This design comes from an exercise in tuning for small area on the open sky130 flow, not from production work.
Function was checked by simulation only, so behaviour that the tests miss may differ from the original.
No activity file was given, so power comes from the tool's default toggle rates.

==> flow/design.v (excerpt) <==
module reg_smt_con #
                  (
                  parameter    A_WTH              =     24                    ,
                  parameter    D_WTH              =     32                    ,
                  parameter    MAX_DDR_NUM        =     4                     ,
                  parameter    DDR_NUM            =     4                     ,
                  parameter    REG_MMU_CONNECT_ID =     12'h001
                  )
                 (
                 input                           clk_sys                     ,
                 input                           rst                         ,
                 input wire [31:0]               tx2ddr_cfifo_stat           ,
                 input wire [31:0]               tx2ddr_dfifo_stat           ,
                 input wire [31:0]               kernel2ddr_cfifo_stat       ,
                 input wire [31:0]               kernel2ddr_dfifo_stat       ,
                 input wire [31:0]               ddr_cfifo_stat              ,
                 input wire [31:0]               ddr_dfifo_stat              ,
                 input wire [31:0]               sel_cfifo_stat              ,
                 input wire [55:0]               fifo_state                  ,
                 input wire [32*MAX_DDR_NUM-1:0] reg_cont_rd_sta             ,
                 input wire [32*MAX_DDR_NUM-1:0] reg_cont_rd_err             ,
                 input wire [3:0]                axi4_s2m_rsp_ok_cnt_en      ,
                 input wire [3:0]                axi4_s2m_rsp_exok_cnt_en    ,
                 input wire [3:0]                axi4_s2m_rsp_slverr_cnt_en  ,
                 input wire [3:0]                axi4_s2m_rsp_decerr_cnt_en  ,
                 input wire [3:0]                tx2ddr_cfifo_cnt_en         ,
                 input wire [3:0]                tx2ddr_dfifo_eop_cnt_en     ,
                 input wire [3:0]                kernel2ddr_cfifo_cnt_en     ,
                 input wire [3:0]                kernel2ddr_dfifo_eop_cnt_en ,
                 input wire [3:0]                ddr2tx_bvalid_cnt_en        ,
                 input wire [3:0]                ddr2kernel_bvalid_cnt_en    ,
                 input wire [3:0]                pkt_fifo_rdata_sop_cnt_en   ,
                 input wire [MAX_DDR_NUM-1:0]    reg_cont_rcmd_en            ,
                 input wire [MAX_DDR_NUM-1:0]    reg_cont_rpkt_en            ,
                 input wire                      reg_axi4_sl_tran_cnt_en     ,
                 input wire                      reg_axi4_sl_frm_cnt_en      ,
                 input wire                      reg_axi4_sl_wr_cnt_en       ,
                 input wire [7:0]                reg_axi4_sl_fsm_state       ,
                 input                            cnt_reg_clr                 ,
                 input        [A_WTH -1:0]        cpu_addr                    ,
                 input        [D_WTH -1:0]        cpu_data_in                 ,
                 output  reg  [D_WTH -1:0]        cpu_data_out_pf             ,
                 input                            cpu_rd                      ,
                 input                            cpu_wr
                 );
Size: about 690 I/O pins, about 53000 sq um of cells after synthesis.
==> flow/config.mk <==
export PLATFORM = sky130hd
export DESIGN_NAME = reg_smt_con
export DESIGN_NICKNAME = reg_smt_con
export VERILOG_FILES = /design/flow/design.v
export SDC_FILE = /design/flow/constraint.sdc
export NUM_CORES = 4
export LEC_CHECK = 0
export CAP_MARGIN = 20
export CORE_MARGIN = 2
export CORE_UTILIZATION = 55
export PLACE_DENSITY = 0.7
export SLEW_MARGIN = 20
==> flow/constraint.sdc <==
create_clock -name core_clock -period 5.0 [get_ports {clk_sys}]
set_input_delay 1.0000 -clock core_clock [delete_from_list [all_inputs] [get_ports {clk_sys}]]
set_output_delay 1.0000 -clock core_clock [all_outputs]
set_load 0.01 [all_outputs]
standard.sh (not shown) runs the stock make flow with config.mk's settings and CLKGATE_MAP_FILE= SYNTH_SCRIPT=/design/flow/synth_recipe.tcl, a recipe that flattens the netlist after the stock synthesis.
==> flow/flow/run.sh <==
#!/bin/bash
# Own layout flow: the standard flow (standard synthesis unchanged) with
# smaller port buffers and a clock tree without dummy loads.
set -euo pipefail
cd "$(dirname "$0")/.."
CTS="-sink_clustering_enable -repair_clock_nets -dont_use_dummy_load -buf_list {sky130_fd_sc_hd__clkbuf_4 sky130_fd_sc_hd__clkbuf_8}"
bash standard.sh synth > synth.log 2>&1
bash standard.sh "BUFFER_PORTS_ARGS=-buffer_cell sky130_fd_sc_hd__buf_1" "CTS_ARGS=$CTS" finish > layout.log 2>&1
Then changed:
==> flow/run.sh (new file) <==
#!/bin/bash
# synth_recipe.tcl (not shown) runs the flow's synth.tcl, then flattens the netlist and writes it again
# the make line also repeats each setting of config.mk as NAME=value (left out here)
make -C /OpenROAD-flow-scripts/flow DESIGN_CONFIG=/design/flow/config.mk WORK_HOME=/design/flow/orfs CLKGATE_MAP_FILE= SYNTH_SCRIPT=/design/flow/synth_recipe.tcl finish
--- a/flow/config.mk
+++ b/flow/config.mk
@@ -8,5 +8,5 @@
 export CAP_MARGIN = 20
 export CORE_MARGIN = 2
-export CORE_UTILIZATION = 55
-export PLACE_DENSITY = 0.7
+export CORE_UTILIZATION = 40
+export PLACE_DENSITY = 0.6
 export SLEW_MARGIN = 20
removed: flow/flow/run.sh
removed: flow/standard.sh
Outcome:
- The new run produced a clean layout
- final area grows by 10%
- clock skew shrinks by 0.019 ns
- via count shrinks by 1.3%
- global-route usage shrinks by 8.2 points
- cell count grows by 7.6%
- total power grows by 19%


## old
reg_smt_con, a different RTL version from the one above (not shown whole).
Size in the first run: about 4400 cells after synthesis, about 44000 µm² of cells after synthesis.
==> flow/config.mk <==
export PLATFORM = sky130hd
export DESIGN_NAME = reg_smt_con
export DESIGN_NICKNAME = reg_smt_con
export VERILOG_FILES = /design/flow/design.v
export SDC_FILE = /design/flow/constraint.sdc
export NUM_CORES = 4
export LEC_CHECK = 0
export CAP_MARGIN = 20
export CORE_MARGIN = 2
export CORE_UTILIZATION = 55
export PLACE_DENSITY = 0.7
export SLEW_MARGIN = 20
==> flow/constraint.sdc <==
create_clock -name core_clock -period 5.0 [get_ports {clk_sys}]
set_input_delay 1.0000 -clock core_clock [delete_from_list [all_inputs] [get_ports {clk_sys}]]
set_output_delay 1.0000 -clock core_clock [all_outputs]
set_load 0.01 [all_outputs]
==> flow/flow/run.sh <==
#!/bin/bash
# Own layout flow: the standard synthesis; flow/gen_netlist.py then keeps
# its flip-flops (names, cells, clock and reset nets) and rebuilds the logic
# feeding them by hand; then the standard layout with buf_1 port buffers
# and a clock tree without dummy loads.
set -euo pipefail
cd "$(dirname "$0")/.."
R=orfs/results/sky130hd/reg_smt_con/base
CTS="-sink_clustering_enable -repair_clock_nets -dont_use_dummy_load -buf_list {sky130_fd_sc_hd__clkbuf_8} -sink_clustering_size 15 -sink_clustering_max_diameter 50"
bash standard.sh synth > synth.log 2>&1
cp $R/1_2_yosys.v $R/1_2_yosys_std.v
python3 flow/gen_netlist.py $R/1_2_yosys_std.v $R/1_2_yosys.v > gen_netlist.log 2>&1
rm -f $R/1_synth.odb $R/1_synth.sdc
bash standard.sh synth > synth_odb.log 2>&1
bash standard.sh "BUFFER_PORTS_ARGS=-buffer_cell sky130_fd_sc_hd__buf_1" "CTS_ARGS=$CTS" finish > layout.log 2>&1
Other scripts of this flow, unchanged in this note and not shown: flow/flow/gen_netlist.py
Setup changes, old to new
# old
export LEC_CHECK = 0
export CAP_MARGIN = 20
export CORE_MARGIN = 2
export CORE_UTILIZATION = 55
export PLACE_DENSITY = 0.7
export SLEW_MARGIN = 20
create_clock -name core_clock -period 5.0 [get_ports {clk_sys}]
# new
export LEC_CHECK = 0
export CAP_MARGIN = 10
export CORE_MARGIN = 2
export CORE_UTILIZATION = 65
export PLACE_DENSITY = 0.8
export SLEW_MARGIN = 10
create_clock -name core_clock -period 5.0 [get_ports {clk_sys}]
### Flow results
- new: all stages complete, timing, DRC and antenna checks passed
- new against old: switching power rose by 0.024 mW, final cycle utilization of the critical path rose by 4.3 points, time the worst path needs with I/O delays and setup rose by 220 ps, highest ir drop seen on vdd rose by 0.058 mV.
- new against old: global-route usage has increased; die area has decreased; maximum frequency has decreased; effective utilization at floorplan has increased.
- | non-clock buffering overhead in the final layout | new vs old | 1.2 points higher |
- Summary — clock distribution area overhead in the final layout, new relative to old: lower, by 0.33 points.

==> static timing again, ports no longer ideal <==
The flow's constraints put no driver on any port. The routed layouts listed below were extracted and timed again, unchanged, in two steps.
Step 1: set_driving_cell puts a clkbuf_16 on clk_sys and a buf_2 on each other input, an assumption about the parent block.
Step 2 also shifts input and output timing later by t, the mid clock arrival at the registers, as if the neighbouring blocks saw the same clock.
Three values: ideal ports, drivers, drivers and shift; two values: the first two.
| run | t, ns | setup WS [ns] | worst setup path at the end | worst register clock-pin slew, ns |
|---|---|---|---|---|
| the first run of note 1 | 0.941 | 0.989 / 0.989 / 0.175 | input to register | 0.06 / 0.06 |
| the second run of note 1 | 0.857 | 0.530 / 0.588 / -0.268 | input to register | 0.07 / 0.07 |
| old | 0.789 | 0.502 / 0.429 / -0.360 | input to register | 0.10 / 0.10 |
| new | 0.784 | 0.286 / 0.314 / -0.471 | input to register | 0.10 / 0.10 |
With both steps, setup timing fails in the second run of note 1, old and new, where it was met with ideal ports. For old, which loses most, drivers alone change the setup slack by -0.073 ns; drivers and shift together by -0.862 ns.
